Source: an optimization exercise on an open RTL-to-GDS flow (aim: small area). Production flows keep margins and buffers that such runs may drop.
Only simulation tests tie the RTL to the original design; equivalence was not proved.
Power and IR drop assume default switching activity.

## config.mk

```make
export PLATFORM = sky130hd
export DESIGN_NAME = Main
export DESIGN_NICKNAME = Main
export VERILOG_FILES = /design/flow/design.v
export SDC_FILE = /design/flow/constraint.sdc
export NUM_CORES = 4
export LEC_CHECK = 0
export CAP_MARGIN = 20
export CORE_MARGIN = 2
export CORE_UTILIZATION = 60
export CTS_BUF_LIST = sky130_fd_sc_hd__clkbuf_8
export SLEW_MARGIN = 20
export SYNTH_HIERARCHICAL = 1
export SYNTH_MINIMUM_KEEP_SIZE = 0
```

## constraint.sdc

```tcl
create_clock -name core_clock -period 10.0 [get_ports {CLOCK_SIGNAL_IN}]
set_input_delay 2.0000 -clock core_clock [delete_from_list [all_inputs] [get_ports {CLOCK_SIGNAL_IN}]]
set_output_delay 2.0000 -clock core_clock [all_outputs]
set_load 0.01 [all_outputs]
```

## design.v

```verilog
module CRC(input [14:0] q, input f, input [63:0] d, output [14:0] c);
  wire [14:0] m = ~(q | {15{f}});
  wire [237:0] x;
  XOR2 g0(m[8], d[57], x[0]);
  XOR2 g1(d[11], x[0], x[1]);
  XOR2 g2(m[0], d[49], x[2]);
  XOR2 g3(m[14], d[63], x[3]);
  XOR2 g4(m[1], d[50], x[4]);
  XOR2 g5(d[44], x[1], x[5]);
  XOR2 g6(d[30], d[47], x[6]);
  XOR2 g7(d[25], x[5], x[7]);
  XOR2 g8(d[12], d[48], x[8]);
  XOR2 g9(m[11], d[60], x[9]);
  XOR2 g10(m[6], d[55], x[10]);
  XOR2 g11(d[24], d[29], x[11]);
  XOR2 g12(m[3], d[52], x[12]);
  XOR2 g13(d[21], d[22], x[13]);
  XOR2 g14(d[6], d[26], x[14]);
  XOR2 g15(d[31], x[4], x[15]);
  XOR2 g16(m[5], d[54], x[16]);
  XOR2 g17(m[2], d[51], x[17]);
  XOR2 g18(d[43], d[46], x[18]);
  XOR2 g19(d[4], d[9], x[19]);
  XOR2 g20(m[9], d[58], x[20]);
  XOR2 g21(d[2], d[13], x[21]);
  XOR2 g22(m[13], d[62], x[22]);
  XOR2 g23(m[10], d[59], x[23]);
  XOR2 g24(m[12], d[61], x[24]);
  XOR2 g25(d[1], d[10], x[25]);
  XOR2 g26(m[4], d[53], x[26]);
  XOR2 g27(d[19], d[45], x[27]);
  XOR2 g28(m[7], d[56], x[28]);
  XOR2 g29(d[23], x[2], x[29]);
  XOR2 g30(d[5], d[18], x[30]);
  XOR2 g31(d[32], x[14], x[31]);
  XOR2 g32(x[3], x[16], x[32]);
  XOR2 g33(d[27], x[27], x[33]);
  XOR2 g34(x[11], x[18], x[34]);
  XOR2 g35(x[6], x[7], x[35]);
  XOR2 g36(x[8], x[24], x[36]);
  XOR2 g37(x[20], x[33], x[37]);
  XOR2 g38(d[38], x[13], x[38]);
  XOR2 g39(x[29], x[35], x[39]);
  XOR2 g40(d[28], d[42], x[40]);
  XOR2 g41(x[25], x[30], x[41]);
  XOR2 g42(x[15], x[26], x[42]);
  XOR2 g43(x[9], x[21], x[43]);
  XOR2 g44(d[0], d[17], x[44]);
  XOR2 g45(x[19], x[44], x[45]);
  XOR2 g46(x[12], x[45], x[46]);
  XOR2 g47(d[3], d[14], x[47]);
  XOR2 g48(d[41], x[34], x[48]);
  XOR2 g49(d[20], x[31], x[49]);
  XOR2 g50(d[7], x[22], x[50]);
  XOR2 g51(d[40], x[28], x[51]);
  XOR2 g52(x[17], x[23], x[52]);
  XOR2 g53(d[33], x[37], x[53]);
  XOR2 g54(x[10], x[38], x[54]);
  XOR2 g55(d[39], x[39], x[55]);
  XOR2 g56(d[36], x[36], x[56]);
  XOR2 g57(d[8], d[39], x[57]);
  XOR2 g58(d[40], x[43], x[58]);
  XOR2 g59(x[32], x[47], x[59]);
  XOR2 g60(d[37], x[49], x[60]);
  XOR2 g61(x[32], x[54], x[61]);
  XOR2 g62(d[16], x[52], x[62]);
  XOR2 g63(x[2], x[50], x[63]);
  XOR2 g64(d[20], x[3], x[64]);
  XOR2 g65(d[34], x[23], x[65]);
  XOR2 g66(d[15], d[41], x[66]);
  XOR2 g67(d[32], d[45], x[67]);
  XOR2 g68(x[34], x[40], x[68]);
  XOR2 g69(x[42], x[53], x[69]);
  XOR2 g70(x[25], x[36], x[70]);
  XOR2 g71(x[51], x[67], x[71]);
  XOR2 g72(d[0], d[36], x[72]);
  XOR2 g73(d[46], x[41], x[73]);
  XOR2 g74(d[35], x[19], x[74]);
  XOR2 g75(x[24], x[43], x[75]);
  XOR2 g76(x[10], x[40], x[76]);
  XOR2 g77(x[28], x[46], x[77]);
  XOR2 g78(d[6], d[29], x[78]);
  XOR2 g79(d[5], d[11], x[79]);
  XOR2 g80(d[35], x[60], x[80]);
  XOR2 g81(d[42], x[66], x[81]);
  XOR2 g82(x[1], x[53], x[82]);
  XOR2 g83(d[2], d[43], x[83]);
  XOR2 g84(x[12], x[21], x[84]);
  XOR2 g85(x[51], x[56], x[85]);
  XOR2 g86(d[23], x[57], x[86]);
  XOR2 g87(x[22], x[72], x[87]);
  XOR2 g88(x[42], x[68], x[88]);
  XOR2 g89(x[62], x[76], x[89]);
  XOR2 g90(d[10], d[34], x[90]);
  XOR2 g91(x[55], x[77], x[91]);
  XOR2 g92(x[20], x[64], x[92]);
  XOR2 g93(d[3], x[63], x[93]);
  XOR2 g94(x[46], x[70], x[94]);
  XOR2 g95(d[37], x[82], x[95]);
  XOR2 g96(d[25], x[59], x[96]);
  XOR2 g97(x[26], x[73], x[97]);
  XOR2 g98(d[38], x[94], x[98]);
  XOR2 g99(d[17], x[8], x[99]);
  XOR2 g100(d[15], d[30], x[100]);
  XOR2 g101(d[1], x[61], x[101]);
  XOR2 g102(x[17], x[41], x[102]);
  XOR2 g103(d[24], x[85], x[103]);
  XOR2 g104(x[15], x[90], x[104]);
  XOR2 g105(d[28], x[65], x[105]);
  XOR2 g106(d[31], x[80], x[106]);
  XOR2 g107(d[8], x[102], x[107]);
  XOR2 g108(x[58], x[74], x[108]);
  XOR2 g109(d[22], x[71], x[109]);
  XOR2 g110(d[4], x[93], x[110]);
  XOR2 g111(d[19], x[106], x[111]);
  XOR2 g112(d[19], x[60], x[112]);
  XOR2 g113(x[47], x[83], x[113]);
  XOR2 g114(x[4], x[75], x[114]);
  XOR2 g115(d[26], x[39], x[115]);
  XOR2 g116(d[9], x[28], x[116]);
  XOR2 g117(d[44], x[92], x[117]);
  XOR2 g118(d[11], x[117], x[118]);
  XOR2 g119(x[39], x[56], x[119]);
  XOR2 g120(x[5], x[114], x[120]);
  XOR2 g121(d[14], x[108], x[121]);
  XOR2 g122(d[3], x[120], x[122]);
  XOR2 g123(x[22], x[97], x[123]);
  XOR2 g124(x[27], x[62], x[124]);
  XOR2 g125(x[38], x[118], x[125]);
  XOR2 g126(x[66], x[106], x[126]);
  XOR2 g127(x[57], x[125], x[127]);
  XOR2 g128(x[6], x[83], x[128]);
  XOR2 g129(d[21], x[98], x[129]);
  XOR2 g130(d[27], x[18], x[130]);
  XOR2 g131(x[99], x[115], x[131]);
  XOR2 g132(x[63], x[64], x[132]);
  XOR2 g133(d[47], x[42], x[133]);
  XOR2 g134(x[103], x[104], x[134]);
  XOR2 g135(x[78], x[133], x[135]);
  XOR2 g136(x[45], x[88], x[136]);
  XOR2 g137(x[31], x[84], x[137]);
  XOR2 g138(x[108], x[135], x[138]);
  XOR2 g139(x[16], x[119], x[139]);
  XOR2 g140(d[18], x[52], x[140]);
  XOR2 g141(d[16], x[40], x[141]);
  XOR2 g142(x[48], x[58], x[142]);
  XOR2 g143(x[89], x[130], x[143]);
  XOR2 g144(x[88], x[131], x[144]);
  XOR2 g145(d[48], x[122], x[145]);
  XOR2 g146(x[9], x[111], x[146]);
  XOR2 g147(x[89], x[104], x[147]);
  XOR2 g148(x[79], x[86], x[148]);
  XOR2 g149(d[47], x[87], x[149]);
  XOR2 g150(x[107], x[144], x[150]);
  XOR2 g151(x[84], x[127], x[151]);
  XOR2 g152(d[48], x[33], x[152]);
  XOR2 g153(x[145], x[149], x[153]);
  XOR2 g154(d[35], x[109], x[154]);
  XOR2 g155(x[13], x[152], x[155]);
  XOR2 g156(x[95], x[142], x[156]);
  XOR2 g157(d[12], x[59], x[157]);
  XOR2 g158(x[65], x[101], x[158]);
  XOR2 g159(d[13], x[99], x[159]);
  XOR2 g160(x[96], x[105], x[160]);
  XOR2 g161(x[12], x[92], x[161]);
  XOR2 g162(x[37], x[81], x[162]);
  XOR2 g163(x[48], x[109], x[163]);
  XOR2 g164(x[61], x[146], x[164]);
  XOR2 g165(x[112], x[116], x[165]);
  XOR2 g166(x[29], x[156], x[166]);
  XOR2 g167(x[98], x[160], x[167]);
  XOR2 g168(x[107], x[141], x[168]);
  XOR2 g169(x[14], x[134], x[169]);
  XOR2 g170(d[16], x[79], x[170]);
  XOR2 g171(x[163], x[167], x[171]);
  XOR2 g172(x[113], x[129], x[172]);
  XOR2 g173(x[0], x[103], x[173]);
  XOR2 g174(x[10], x[55], x[174]);
  XOR2 g175(d[32], x[100], x[175]);
  XOR2 g176(d[12], x[151], x[176]);
  XOR2 g177(x[137], x[140], x[177]);
  XOR2 g178(x[4], x[97], x[178]);
  XOR2 g179(x[169], x[170], x[179]);
  XOR2 g180(d[9], x[69], x[180]);
  XOR2 g181(x[35], x[75], x[181]);
  XOR2 g182(x[139], x[177], x[182]);
  XOR2 g183(d[21], x[182], x[183]);
  XOR2 g184(d[33], x[174], x[184]);
  XOR2 g185(x[143], x[159], x[185]);
  XOR2 g186(x[110], x[126], x[186]);
  XOR2 g187(x[100], x[176], x[187]);
  XOR2 g188(x[96], x[179], x[188]);
  XOR2 g189(x[78], x[172], x[189]);
  XOR2 g190(x[158], x[181], x[190]);
  XOR2 g191(x[147], x[155], x[191]);
  XOR2 g192(x[81], x[184], x[192]);
  XOR2 g193(x[50], x[91], x[193]);
  XOR2 g194(d[7], x[49], x[194]);
  XOR2 g195(x[150], x[161], x[195]);
  XOR2 g196(x[95], x[189], x[196]);
  XOR2 g197(d[39], x[69], x[197]);
  XOR2 g198(x[87], x[175], x[198]);
  XOR2 g199(x[178], x[187], x[199]);
  XOR2 g200(x[162], x[188], x[200]);
  XOR2 g201(x[30], x[164], x[201]);
  XOR2 g202(x[48], x[193], x[202]);
  XOR2 g203(x[180], x[183], x[203]);
  XOR2 g204(x[54], x[173], x[204]);
  XOR2 g205(x[31], x[136], x[205]);
  XOR2 g206(x[13], x[138], x[206]);
  XOR2 g207(x[148], x[157], x[207]);
  XOR2 g208(x[9], x[195], x[208]);
  XOR2 g209(x[41], x[204], x[209]);
  XOR2 g210(x[124], x[207], x[210]);
  XOR2 g211(x[101], x[198], x[211]);
  XOR2 g212(x[194], x[209], x[212]);
  XOR2 g213(d[5], x[166], x[213]);
  XOR2 g214(d[26], x[11], x[214]);
  XNOR2 g215(x[191], x[202], x[215]);
  XOR2 g216(x[192], x[214], x[216]);
  XOR2 g217(x[211], x[213], x[217]);
  XOR2 g218(x[86], x[171], x[218]);
  XNOR2 g219(x[190], x[205], x[219]);
  XOR2 g220(x[153], x[168], x[220]);
  XOR2 g221(x[185], x[186], x[221]);
  XOR2 g222(x[17], x[132], x[222]);
  XOR2 g223(x[128], x[200], x[223]);
  XNOR2 g224(x[206], x[210], x[224]);
  XOR2 g225(x[110], x[199], x[225]);
  XOR2 g226(x[121], x[216], x[226]);
  XOR2 g227(x[105], x[225], x[227]);
  XOR2 g228(d[23], x[197], x[228]);
  XOR2 g229(x[154], x[208], x[229]);
  XOR2 g230(d[13], x[218], x[230]);
  XOR2 g231(x[7], x[221], x[231]);
  XOR2 g232(x[196], x[222], x[232]);
  XOR2 g233(x[91], x[201], x[233]);
  XOR2 g234(x[48], x[203], x[234]);
  XNOR2 g235(x[165], x[220], x[235]);
  XNOR2 g236(x[212], x[228], x[236]);
  XOR2 g237(x[123], x[226], x[237]);
  assign c[0] = x[232];
  assign c[1] = x[227];
  assign c[2] = x[224];
  assign c[3] = x[217];
  assign c[4] = x[215];
  assign c[5] = x[229];
  assign c[6] = x[234];
  assign c[7] = x[219];
  assign c[8] = x[233];
  assign c[9] = x[236];
  assign c[10] = x[230];
  assign c[11] = x[237];
  assign c[12] = x[223];
  assign c[13] = x[231];
  assign c[14] = x[235];
endmodule
module XOR2(input a, input b, output y);
  assign y = a ^ b;
endmodule
module XNOR2(input a, input b, output y);
  assign y = ~(a ^ b);
endmodule
module OneShot(input pulse, input clk, input rst, output out);
	reg on, hi;
	always @(posedge clk) begin
		on <= ~rst & pulse & ~on & ~hi;
		hi <= ~rst & (on | (hi & pulse));
	end
	assign out = on;
endmodule
module can_tx(
	output tx_buf,
	output can_bitstuff,
	output txing,
	input rx,
	input tx,
	input [10:0] address,
	input [63:0] data,
	input send_data,
	input baud_tick,
	input clk,
	input rst
	);
	localparam IDLE = 7'd44;
	reg [6:0] p;
	reg f;
	reg [14:0] d;
	wire upd;
	wire [14:0] n;
	OneShot os(send_data, clk, rst, upd);
	CRC crc(d, f, data, n);
	wire ones = &n;
	wire en = upd & ~ones;
	wire [14:0] dm_n, dn;
	genvar b;
	generate
		for (b = 0; b < 15; b = b + 1) begin : dreg
			MUX2I m(en, d[b], n[b], dm_n[b]);	 
			NOR2 r(rst, dm_n[b], dn[b]);
		end
	endgenerate
	always @(posedge clk) begin
		d <= dn;
		f <= rst | (upd ? ones : f);
	end
	wire idle = ~p[6] & p[5] & ~p[4] & ~p[1] & ~p[0];
	wire sof_addr = ~p[6] & p[5] & ((~p[4] & (p[1] | p[0])) | (p[4] & (~p[3] | ~(p[2] | p[1] | p[0]))));
	wire eof_last = ~p[6] & ~p[5] & p[4] & p[3];
	assign txing = ~idle;
	assign can_bitstuff = p[6] | (~p[5] & ~p[4] & ~(&p[3:0])) | (p[5] & (p[4] | p[1]));
	wire [7:0] s;
	DEC8 dec(p[2:0], s);
	wire [7:0] dg;
	genvar g, k;
	generate
		for (g = 0; g < 8; g = g + 1) begin : dgrp
			wire [7:0] din;
			for (k = 0; k < 8; k = k + 1) begin : bit_
				assign din[k] = data[63 - 8*g - k];
			end
			SEL8 sel(din, s, dg[g]);
		end
	endgenerate
	wire g0, g1, g6;
	SEL8 sel_c0({d[7], d[8], d[9], d[10], d[11], d[12], d[13], d[14]}, s, g0);
	SEL8 sel_c1({1'b1, d[0], d[1], d[2], d[3], d[4], d[5], d[6]}, s, g1);
	SEL8 sel_a1({address[1], address[2], address[3], address[4],
		address[5], address[6], address[7], address[8]}, s, g6);
	wire g5 = s[4] | (address[10] & s[6]) | (address[9] & s[7]);
	wire g7 = (address[0] & s[0]) | s[4];
	wire nd = p[5] ? (p[4] ? (p[3] ? g7 : g6) : g5) : (p[4] | (p[3] ? g1 : g0));
	assign tx_buf = p[6] ? dg[p[5:3]] : nd;
	wire inc = baud_tick & (~idle | send_data);
	wire load = baud_tick & ((sof_addr & (rx ^ tx)) | eof_last);
	wire ld, ld_n;
	CLR2 ldg(load | rst, ld, ld_n);
	wire [7:0] c;
	wire [6:0] sn, pn;
	assign c[0] = inc;
	genvar j;
	generate
		for (j = 0; j < 7; j = j + 1) begin : cnt
			XNOR2 sx(p[j], c[j], sn[j]);		 
			AND2 cx(p[j], c[j], c[j+1]);
			if (IDLE[j]) begin : one
				NAND2 g(ld_n, sn[j], pn[j]);
			end else begin : zero
				NOR2 g(ld, sn[j], pn[j]);
			end
		end
	endgenerate
	always @(posedge clk) p <= pn;
endmodule
module DEC8(input [2:0] a, output [7:0] s);
	assign s[0] = a == 3'd0;
	assign s[1] = a == 3'd1;
	assign s[2] = a == 3'd2;
	assign s[3] = a == 3'd3;
	assign s[4] = a == 3'd4;
	assign s[5] = a == 3'd5;
	assign s[6] = a == 3'd6;
	assign s[7] = a == 3'd7;
endmodule
module SEL8(input [7:0] a, input [7:0] s, output y);
	wire n0, n1, n2;
	AOI222 u0(a[0], s[0], a[1], s[1], a[2], s[2], n0);
	AOI222 u1(a[3], s[3], a[4], s[4], a[5], s[5], n1);
	AOI22 u2(a[6], s[6], a[7], s[7], n2);
	NAND3 u3(n0, n1, n2, y);
endmodule
module AOI222(input a0, input b0, input a1, input b1, input a2, input b2, output y);
	assign y = ~((a0 & b0) | (a1 & b1) | (a2 & b2));
endmodule
module AOI22(input a0, input b0, input a1, input b1, output y);
	assign y = ~((a0 & b0) | (a1 & b1));
endmodule
module NAND3(input a, input b, input c, output y);
	assign y = ~(a & b & c);
endmodule
module tx_container(output tx, input tx_buf, input can_bitstuff, input clk);
	localparam [12:0] POL = 13'h0aaa;
	localparam [12:0] SEED = 13'd34;
	localparam [12:0] C = SEED ^ POL;	 
	reg prev;
	reg [12:0] t;
	reg w;
	wire [12:0] l = t ^ POL;
	wire keep = can_bitstuff & (tx_buf == prev);
	wire m4000 = l[0] & l[1] & l[2] & ~l[3] & ~l[4] & l[5] & ~l[7] & ~l[9] & ~l[11] & ~l[12];
	wire m5000 = l[2] & l[3] & l[4] & l[5] & l[6] & l[7];
	wire clr, clr_n;
	CLR2 cg(~keep | (w & m5000), clr, clr_n);
	wire [12:0] tn;
	wire fb = ~(l[12] ^ l[0]) ^ POL[0];
	assign tn[0] = clr ? C[0] : fb;
	genvar i;
	generate
		for (i = 1; i < 13; i = i + 1) begin : stage
			if (C[i]) begin : one
				NAND2 g(clr_n, t[i-1], tn[i]);
			end else begin : zero
				NOR2 g(clr, t[i-1], tn[i]);
			end
		end
	endgenerate
	always @(posedge clk) begin
		prev <= tx_buf;
		t <= tn;
		w <= ~clr & (w | m4000);
	end
	assign tx = tx_buf ^ w;
endmodule
module BaudGen(input clk, input rst, output baud_tick);
	localparam [9:0] POL = 10'h2aa;
	localparam [9:0] SEED = 10'd95;
	localparam [9:0] C = SEED ^ POL;
	reg [9:0] s;
	reg half;
	wire [9:0] l = s ^ POL;
	wire last = l[0] & ~l[1] & ~l[3] & l[4] & ~l[5] & ~l[7] & l[8];
	assign baud_tick = last & ~half;
	wire clr, clr_n;
	CLR2 cg(rst | last, clr, clr_n);
	wire [9:0] sn;
	wire fb = ~(l[9] ^ l[2]) ^ POL[0];
	assign sn[0] = clr ? C[0] : fb;
	genvar i;
	generate
		for (i = 1; i < 10; i = i + 1) begin : stage
			if (C[i]) begin : one
				NAND2 g(clr_n, s[i-1], sn[i]);
			end else begin : zero
				NOR2 g(clr, s[i-1], sn[i]);
			end
		end
	endgenerate
	always @(posedge clk) begin
		s <= sn;
		half <= ~rst & (half ^ last);
	end
endmodule
module Main(
	output CAN_TX,
	output txing,
	input CAN_RX,
	input RESET,
	input CLOCK_SIGNAL_IN,
	input send_data,
	input [10:0] address,
	input [63:0] transmit_data
	);
	wire baud_tick, tx_buf, can_bitstuff;
	BaudGen baud_calc(CLOCK_SIGNAL_IN, RESET, baud_tick);
	can_tx tx_block(tx_buf, can_bitstuff, txing, CAN_RX, CAN_TX, address,
		transmit_data, send_data, baud_tick, CLOCK_SIGNAL_IN, RESET);
	tx_container stuffer(CAN_TX, tx_buf, can_bitstuff, CLOCK_SIGNAL_IN);
endmodule
module NOR2(input a, input b, output y);
	assign y = ~(a | b);
endmodule
module NAND2(input a, input b, output y);
	assign y = ~(a & b);
endmodule
module CLR2(input a, output y, output y_n);
	assign y = a;
	assign y_n = ~a;
endmodule
module AND2(input a, input b, output y);
	assign y = a & b;
endmodule
module MUX2I(input s, input a, input b, output y);
	assign y = ~(s ? b : a);
endmodule
```

## flow/run.sh

```bash
#!/bin/bash
# Layout: the standard flow (standard.sh, standard synthesis unchanged) with
#  - each combinational gate downsized to its smallest-area variant after floorplan
#    (flow/downsize.tcl; later repair steps still fix slew, capacitance and timing),
#  - buf_1 as the cell that buffers each input and output port,
#  - power recovery (downsizing of cells with slack) after global routing,
#  - CTS with clkbuf_8 and without dummy loads.
# make's full output goes to flow_make.log in the work folder; ORFS's per-step
# logs are under orfs/logs/.
set -euo pipefail
bash standard.sh \
  POST_FLOORPLAN_TCL="$PWD/flow/downsize.tcl" \
  BUFFER_PORTS_ARGS="-buffer_cell sky130_fd_sc_hd__buf_1" \
  RECOVER_POWER=100 \
  CTS_ARGS="-sink_clustering_enable -repair_clock_nets -buf_list sky130_fd_sc_hd__clkbuf_8 -dont_use_dummy_load" \
  finish > flow_make.log 2>&1
```

## flow/downsize.tcl

```tcl
set n 0
set saved 0.0
foreach inst [get_cells *] {
  set master [get_property $inst ref_name]
  if {![regexp {^(sky130_fd_sc_hd__)([a-z0-9]+)_([0-9]+)$} $master -> pfx base drive]} { continue }
  if {[regexp {^(df|edf|sdf|sedf|dl|buf|clk|conb|tap|fill|decap|diode|ebuf|einv|lpflow|probe|dlygate|dlymetal)} $base]} { continue }
  # leave gates that drive many pins at their size
  set fo 0
  foreach opin [get_pins -of_objects $inst -filter "direction==output"] {
    set net [get_nets -of_objects $opin]
    if {$net ne ""} { set fo [expr {$fo + [llength [get_pins -of_objects $net -filter "direction==input"]]}] }
  }
  if {$fo > 6} { continue }
  set best ""
  set best_area 1e9
  foreach lc [get_lib_cells "*/${pfx}${base}_*"] {
    set lname [get_property $lc name]
    if {![regexp "^${pfx}${base}_\[0-9\]+\$" $lname]} { continue }
    if {[get_property $lc dont_use]} { continue }
    set a [get_property $lc area]
    if {$a < $best_area} { set best_area $a; set best $lname }
  }
  set cur_area [get_property [get_lib_cells "*/$master"] area]
  if {$best ne "" && $best ne $master && $best_area < $cur_area} {
    replace_cell $inst [get_lib_cells "*/$best"]
    incr n
    set saved [expr {$saved + $cur_area - $best_area}]
  }
}
puts "downsize.tcl: resized $n instances, saved [format %.1f $saved] um^2"
```

## standard.sh

```bash
#!/bin/bash
# synth_recipe.tcl (not shown) runs the flow's synth.tcl, then flattens the netlist and writes it again
# the make line also repeats each setting of config.mk as NAME=value (left out here)
make -C /OpenROAD-flow-scripts/flow DESIGN_CONFIG=/design/flow/config.mk WORK_HOME=/design/flow/orfs CLKGATE_MAP_FILE= SYNTH_SCRIPT=/design/flow/synth_recipe.tcl "${@:-finish}"
```

==> results.py, run 1 <==
metrics = {
    "status": {
        "outcome": "no timing/DRC/antenna violations",
    },
    "floorplanning": {
        "coreArea_mm2": 0.00765,
        "dieArea_mm2": 0.00854,
        "row_count": 32,
        "die_w_um": 92.4,
        "ios": 81,
        "die_height_um": 92.4,
        "start_util_pct": 61.4,
    },
    "synth": {
        "synth-seq-cells": 51,
        "synth_top_area_share_pct": 43.9,
        "synthMostInstantiatedCell": "xor2_1",
        "ys_top_cells_by_area": "xor2_1, dfxtp_1, a222oi_1",
        "synth_ff_type": "dfxtp_1",
        "netlist_instances": 515,
        "avgSynthCellArea_um2": 9.11,
        "async_flop_share_pct": 0,
        "yosysSeqAreaShare_pct": 21.8,
        "synth_fp_nets": 595,
        "yosys-top-cells-count": "xor2_1, nor2_1, dfxtp_1",
        "yosysWarnings": 10,
        "synthDistinctLibCells": 43,
        "netlist_area_mm2": 0.00469,
        "yosysTopAreaCell": "xor2_1",
        "synth_edf_count": 0,
    },
    "worst_setup_path": {
        "critical_path_class": "in2reg",
        "cp_data_arrival_time_ps": 6760,
        "worst-path-max-fanout": 16,
        "worstRegToRegCells": 18,
        "critPathCaptureType": "register",
        "crit_buf_inv": 1,
        "critical_path_required_ps": 10150,
        "crit_path_max_incr_delay_ps": 800,
        "reg2reg_from": "tx_block.f$_DFF_P_",
        "path_depth": 18,
        "rrSetupSlack_ps": 4420,
        "crit_top_cell": "xor2_1",
        "cpMaxStageDelayCell": "o41a_1",
        "worstSetupStartpointType": "input port",
        "cpLargestDelayFamily": "XOR/XNOR gates",
        "reg2reg_to": "tx_block.d[4]$_DFF_P_",
        "crit_path_cell_trace": "buf_1 -> xor2_1 -> xor2_1 -> xor2_1 -> xor2_1 -> xor2_1 -> xor2_1 -> xor2_1 -> xor2_1 -> xor2_1 -> xor2_1 -> xor2_1 -> xor2_1 -> xor2_1 -> nand4_1 -> o41a_1 -> mux2i_1 -> nor2_1",
    },
    "pwr": {
        "totalPowerFinal_w": 0.00128,
        "p_leak_nw": 2.06,
        "peakVddDrop_uv": 85.9,
        "powerDensity_mw_per_mm2": 257,
    },
    "route": {
        "drc_errors": 0,
        "vias": 3984,
        "wl_met3_mm": 1.10,
        "wire_per_inst_um": 20.3,
        "wirelength_mm": 13.9,
        "drt-vias-per-instance": 5.82,
        "drt-initial-drc-count": 423,
        "wl_met2_mm": 6.75,
        "first_pass_iters": 6,
        "top_layer_used": "met4",
        "wl_met1_mm": 5.55,
        "postRouteAntennaNets": 0,
    },
    "layout": {
        "nFillCells": 716,
        "area_growth_pct": 6.05,
        "fin_cells": 684,
        "n_antenna_cell": 0,
        "drive_above_1_share_pct": 2.92,
        "nNetsFinal": 664,
    },
    "sta": {
        "setup_violations": 0,
        "period_minus_slack_ps": 6610,
        "fmax_ghz": 0.151,
        "fin_crit_sh_pct": 66.1,
        "slew_viol_final": 0,
        "setup-tns-final_ps": 0,
        "hold_viol": 0,
        "rsz0062_at_grt": "no",
        "max_slew.worst_pin.slew_ps": 1070,
        "relSlewSlack_pct": 28.0,
        "clock_skew_ps": 31.3,
    },
    "clock_network": {
        "clock-sinks": 51,
        "cts.path.max_buffers": 2,
        "cts_hold_buffers": 0,
        "post-cts-setup-buffers": 0,
        "htreeDepth": 2,
        "numCtsBuffers": 5,
        "cts-root-buf": "clkbuf_8",
        "clk_pin_slew_ps": 80,
        "clk_latency_ps": 300,
        "tritoncts": "built",
        "cts.repair.resized": 0,
    },
    "place": {
        "gp_congestion": 1.04,
        "dp.cells": 679,
        "place_hpwl_mm": 11.3,
        "place.port_buffers": 80,
    },
    "global_routing": {
        "gr-total-overflow": 0,
        "antenna_found_initial": 0,
        "grt_pass1_vias": 3841,
        "track_usage_pct": 32.4,
        "grt_pass1_wl_mm": 20.7,
        "grt_max_degree": 22,
    },
    "min_path": {
        "worst_hold_startpoint": "stuffer.t[10]$_DFF_P_",
        "min_path_cells": 1,
        "whs_endpoint": "stuffer.t[11]$_DFF_P_",
        "hp-class": "reg2reg",
    },
    "flow_run": {
        "max-cap-violations": 0,
    },
}
[flip-flops by register name, indices dropped and copies added (netlist names)]
register,count
tx_block.f,1
stuffer.prev,1
tx_block.p,7
stuffer.w,1
baud_calc.s,10
tx_block.os.on,1
baud_calc.half,1
tx_block.d,15
tx_block.os.hi,1
stuffer.t,13
[worst max-delay path by stage]
stage / startpoint / to / slack [ps]
after floorplan: transmit_data[57] / tx_block.d[0]$_DFF_P_ / 3860
after global placement: transmit_data[57] / tx_block.d[14]$_DFF_P_ / 3360
after detailed placement: transmit_data[57] / tx_block.d[4]$_DFF_P_ / 3210
after CTS: transmit_data[57] / tx_block.d[4]$_DFF_P_ / 3490
after global routing: transmit_data[57] / tx_block.d[0]$_DFF_P_ / 3020
final: transmit_data[57] / tx_block.d[4]$_DFF_P_ / 3390
[Yosys stat by module, one instance, submodules excluded, a selection]
module        times used  flip-flops and latches
OneShot                1                       2
AOI222                22                       0
AND2                   6                       0
can_tx                 1                      23
CRC                    1                       0
NAND3                 11                       0
MUX2I                 15                       0
XNOR2                 12                       0
BaudGen                1                      11
NAND2                 13                       0
DEC8                   1                       0
AOI22                 11                       0
tx_container           1                      15
[where the power goes]
part           switching [W]  internal [W]
logic               0.000568      0.000347
registers          0.0000248      0.000233
clock network      0.0000596     0.0000453
[cells by family after synthesis]
| kind of cell | synth area share [%] |
|---|---|
| compound gates | 10.7 |
| xor+xnor | 46.7 |
| fa+ha+maj | 0.267 |
| buf+inv | 4.03 |
| flops | 21.8 |
| mux | 4.56 |
| other cells | 0.0799 |
| simple gates | 12.0 |
[metal layers]
layer | vias to the layer above | GRT usage [%]
met3 | 37 | 6.43
met1 | 1876 | 39.9
met2 | 202 | 54.8
met5 | - | 0
li1 | 1869 | -
met4 | 0 | 13.9
[final cells by class]
| type | count | area, um^2 | share of cell area (%) |
|---|---|---|---|
| clock buffers | 5 | 68.8 | 1.38 |
| inverters | 6 | 22.5 | 0.453 |
| multi-input cells | 436 | 3410 | 68.5 |
| flip-flops and latches | 51 | 1020 | 20.5 |
| well taps | 102 | 128 | 2.56 |
| repair buffers | 84 | 327 | 6.56 |
[cells in the final DEF (no fill, tap or decap), types with 3 or more instances in the layout]
master	count
clkbuf_8	5
and2_1	6
nand4_1	4
clkbuf_1	3
nor2_1	56
a21oi_1	4
xor2_1	235
mux2i_1	15
nand2_1	16
dfxtp_1	51
buf_1	78
and3b_2	3
xnor2_1	15
nand3_1	14
a222oi_1	22
nand2b_1	4
buf_4	3
a22oi_1	11
inv_1	6
[per-stage QoR]
step	cell area [um^2]	utilization [%]	setup WS [ps]	hold slack, ps
2_1_floorplan	4690	-	3860	343
3_3_place_gp	4910	64.2	3360	346
3_5_place_dp	4910	64.2	3210	350
4_1_cts	4980	65.1	3490	367
5_1_grt	4980	65.1	3020	392
6_report	4980	65.1	3390	366
==> inputs of run 2 (changes only) <==
--- a/config.mk
+++ b/config.mk
@@ -7,7 +7,7 @@
 export LEC_CHECK = 0
 export CAP_MARGIN = 20
 export CORE_MARGIN = 2
-export CORE_UTILIZATION = 60
+export CORE_UTILIZATION = 40
 export CTS_BUF_LIST = sky130_fd_sc_hd__clkbuf_8
 export SLEW_MARGIN = 20
 export SYNTH_HIERARCHICAL = 1
==> results.py, run 2 <==
metrics = {
    "status": {
        "outcome": "no timing/DRC/antenna violations",
    },
    "clock_network": {
        "cts_hold_buffers": 0,
        "cts-root-buf": "clkbuf_8",
        "htreeDepth": 2,
        "post-cts-setup-buffers": 0,
        "cts.path.max_buffers": 2,
        "clk_latency_ps": 300,
        "clk_pin_slew_ps": 90,
        "numCtsBuffers": 5,
        "tritoncts": "built",
        "clock-sinks": 51,
        "cts.repair.resized": 0,
    },
    "synth": {
        "netlist_instances": 515,
        "netlist_area_mm2": 0.00469,
        "async_flop_share_pct": 0,
        "synth-seq-cells": 51,
        "synth_fp_nets": 595,
        "synthMostInstantiatedCell": "xor2_1",
        "synth_top_area_share_pct": 43.9,
        "synth_edf_count": 0,
        "yosysTopAreaCell": "xor2_1",
        "yosysWarnings": 10,
        "avgSynthCellArea_um2": 9.11,
        "yosys-top-cells-count": "xor2_1, nor2_1, dfxtp_1",
        "synth_ff_type": "dfxtp_1",
        "yosysSeqAreaShare_pct": 21.8,
        "synthDistinctLibCells": 43,
        "ys_top_cells_by_area": "xor2_1, dfxtp_1, a222oi_1",
    },
    "sta": {
        "period_minus_slack_ps": 6640,
        "max_slew.worst_pin.slew_ps": 967,
        "setup_violations": 0,
        "relSlewSlack_pct": 35.6,
        "slew_viol_final": 0,
        "fin_crit_sh_pct": 66.4,
        "clock_skew_ps": 27.2,
        "hold_viol": 0,
        "fmax_ghz": 0.151,
        "setup-tns-final_ps": 0,
        "rsz0062_at_grt": "no",
    },
    "global_routing": {
        "antenna_found_initial": 0,
        "track_usage_pct": 22.5,
        "grt_max_degree": 22,
        "grt_pass1_vias": 3847,
        "grt_pass1_wl_mm": 21.8,
        "gr-total-overflow": 0,
    },
    "layout": {
        "drive_above_1_share_pct": 3.09,
        "reg_top3": "tx_block.d (15), stuffer.t (13), baud_calc.s (10)",
        "fin_cells": 726,
        "nFillCells": 1178,
        "layout_common_cells": "xor2_1, buf_1, nor2_1",
        "nNetsFinal": 665,
        "area_growth_pct": 7.31,
        "ff_latch_area_mm2": 0.00102,
        "largest_reg_flops": 15,
        "top_register": "tx_block.d",
        "n_antenna_cell": 0,
        "final_common_cell": "xor2_1",
        "multi_input_area_mm2": 0.00341,
    },
    "route": {
        "wirelength_mm": 14.6,
        "drt-initial-drc-count": 510,
        "first_pass_iters": 9,
        "postRouteAntennaNets": 0,
        "drt-vias-per-instance": 5.53,
        "wire_per_inst_um": 20.2,
        "drc_errors": 0,
        "vias": 4015,
    },
    "worst_setup_path": {
        "cp_data_arrival_time_ps": 6780,
        "reg2reg_from": "tx_block.f$_DFF_P_",
        "crit_buf_inv": 1,
        "critPathCaptureType": "register",
        "critical_path_required_ps": 10150,
        "critical_path_class": "in2reg",
        "worstSetupStartpointType": "input port",
        "crit_path_max_incr_delay_ps": 790,
        "rrSetupSlack_ps": 4410,
        "crit_path_cell_trace": "buf_1 -> xor2_1 -> xor2_1 -> xor2_1 -> xor2_1 -> xor2_1 -> xor2_1 -> xor2_1 -> xor2_1 -> xor2_1 -> xor2_1 -> xor2_1 -> xor2_1 -> xor2_1 -> nand4_1 -> o41a_1 -> mux2i_1 -> nor2_1",
        "reg2reg_to": "tx_block.d[4]$_DFF_P_",
        "worstRegToRegCells": 18,
        "worst-path-max-fanout": 16,
        "cpMaxStageDelayCell": "o41a_1",
        "cpLargestDelayFamily": "XOR/XNOR gates",
        "crit_top_cell": "xor2_1",
    },
    "floorplanning": {
        "start_util_pct": 41.1,
        "dieArea_mm2": 0.0126,
        "coreArea_mm2": 0.0114,
        "ios": 81,
        "die_height_um": 112,
        "die_w_um": 112,
        "row_count": 39,
    },
    "flow_run": {
        "max-cap-violations": 0,
    },
    "pwr": {
        "peakVddDrop_uv": 182,
        "p_leak_nw": 2.06,
        "powerDensity_mw_per_mm2": 257,
    },
    "place": {
        "place.port_buffers": 80,
        "dp.cells": 721,
        "gp_congestion": 1.03,
        "place_hpwl_mm": 12.0,
    },
    "min_path": {
        "whs_endpoint": "baud_calc.s[4]$_DFF_P_",
        "hp-class": "reg2reg",
        "worst_hold_startpoint": "baud_calc.s[3]$_DFF_P_",
        "min_path_cells": 1,
    },
}
==> run 2: cell counts after synthesis <==
Identical to the previous run, type by type.
==> run 2: per-layer routing <==
layer  track usage, %  part of all wire, %
met5             3.53                 0.37
met4             5.45                  2.3
met3             5.02                   11
met2             35.9                   44
met1             30.9                   42
==> run 2: final cells by class <==
cell class                      instances  share of cell area, %
Inverter                                6                  0.447
Clock buffer                            5                   1.37
Multi-Input combinational cell        436                   67.7
Tap cell                              143                   3.55
Timing Repair Buffer                   85                   6.64
Sequential cell                        51                   20.3
==> run 2: where the power goes <==
| group | internal, W | switching (W) | leakage, nW |
|---|---|---|---|
| sequential | 0.000234 | 0.0000253 | 0.416 |
| combinational | 0.000347 | 0.000584 | 1.61 |
| clock | 0.0000452 | 0.0000584 | 0.0359 |
| total | 0.000626 | 0.000668 | 2.06 |
==> run 2: worst register-to-register path: stages (launching register included) <==
cell	delay [ps]
dfxtp_1	690
nor2_1	130
xor2_1	270
xor2_1	300
xor2_1	300
xor2_1	290
xor2_1	280
xor2_1	360
xor2_1	250
xor2_1	190
xor2_1	310
xor2_1	210
xor2_1	190
xor2_1	180
xor2_1	250
nand4_1	110
o41a_1	790
mux2i_1	310
nor2_1	60
==> run 2: worst max-delay path by stage <==
stage	depth (start not counted)	end	start	slack [ps]
after floorplan	18	tx_block.d[0]$_DFF_P_	transmit_data[57]	3860
after global placement	18	tx_block.d[11]$_DFF_P_	transmit_data[63]	3220
after detailed placement	18	tx_block.d[4]$_DFF_P_	transmit_data[57]	3180
after CTS	18	tx_block.d[4]$_DFF_P_	transmit_data[57]	3440
after global routing	18	tx_block.d[4]$_DFF_P_	transmit_data[57]	3010
final	18	tx_block.d[4]$_DFF_P_	transmit_data[57]	3360
==> run 2: per-module statistics from Yosys (local to each module, per instance), excerpt <==
module | flip-flops and latches | cell area [um^2]
CRC | 0 | 180
CLR2 | 0 | 11.3
BaudGen | 11 | 278
MUX2I | 0 | 10.0
NOR2 | 0 | 3.75
tx_container | 15 | 403
NAND2 | 0 | 3.75
AND2 | 0 | 6.26
AOI222 | 0 | 10.0
AOI22 | 0 | 12.5
==> run 2: through the flow <==
stage | instance area (um^2) | power (W) | hold slack [ps] | worst slack, ps | utilization (%)
after global routing | 5030 | 0.00137 | 381 | 3010 | 44.1
after CTS | 5040 | 0.00128 | 365 | 3440 | 44.1
after global placement | 4970 | 0.00117 | 345 | 3220 | 43.5
after floorplan | 4690 | 0.00114 | 343 | 3860 | -
after detailed placement | 4970 | 0.00117 | 355 | 3180 | 43.5
final | 5030 | 0.00129 | 361 | 3360 | 44.1
==> run 2: logic make-up after synthesis <==
group           after synthesis  synth area share (%)
buf+inv                      28                  4.03
xor+xnor                    250                  46.7
fa+ha+maj                     1                 0.267
flops                        51                  21.8
compound gates               51                  10.7
simple gates                115                  12.0
mux                          18                  4.56
other cells                   1                0.0799

[static timing again, ports no longer ideal]
No port has a modelled driver above. Below, the same layouts with a new extraction and two added sets of constraints.
Step 1 sets driving cells, clkbuf_16 on the clock port and buf_2 on the other inputs (assumed; they add their load-dependent delay and slew).
Step 2, shift: input delay + t, output delay - t, t = (earliest + latest rising clock arrival at the registers) / 2. This alone moves slack from input paths to output paths.
Three values: ideal ports, drivers, drivers and shift; two values: the first two.
run | shift t [ns] | setup WS [ns] | worst register clock-pin slew, ns | worst data-port slew with drivers (ns)
run 1 | 0.323 | 3.395 / 3.404 / 3.081 | 0.10 / 0.10 | 0.04
run 2 | 0.314 | 3.362 / 3.358 / 3.044 | 0.09 / 0.09 | 0.04
After both steps every run listed still meets setup and hold. The setup slack of run 2, which loses most, moves by -0.004 ns with the drivers and by -0.318 ns with both steps.
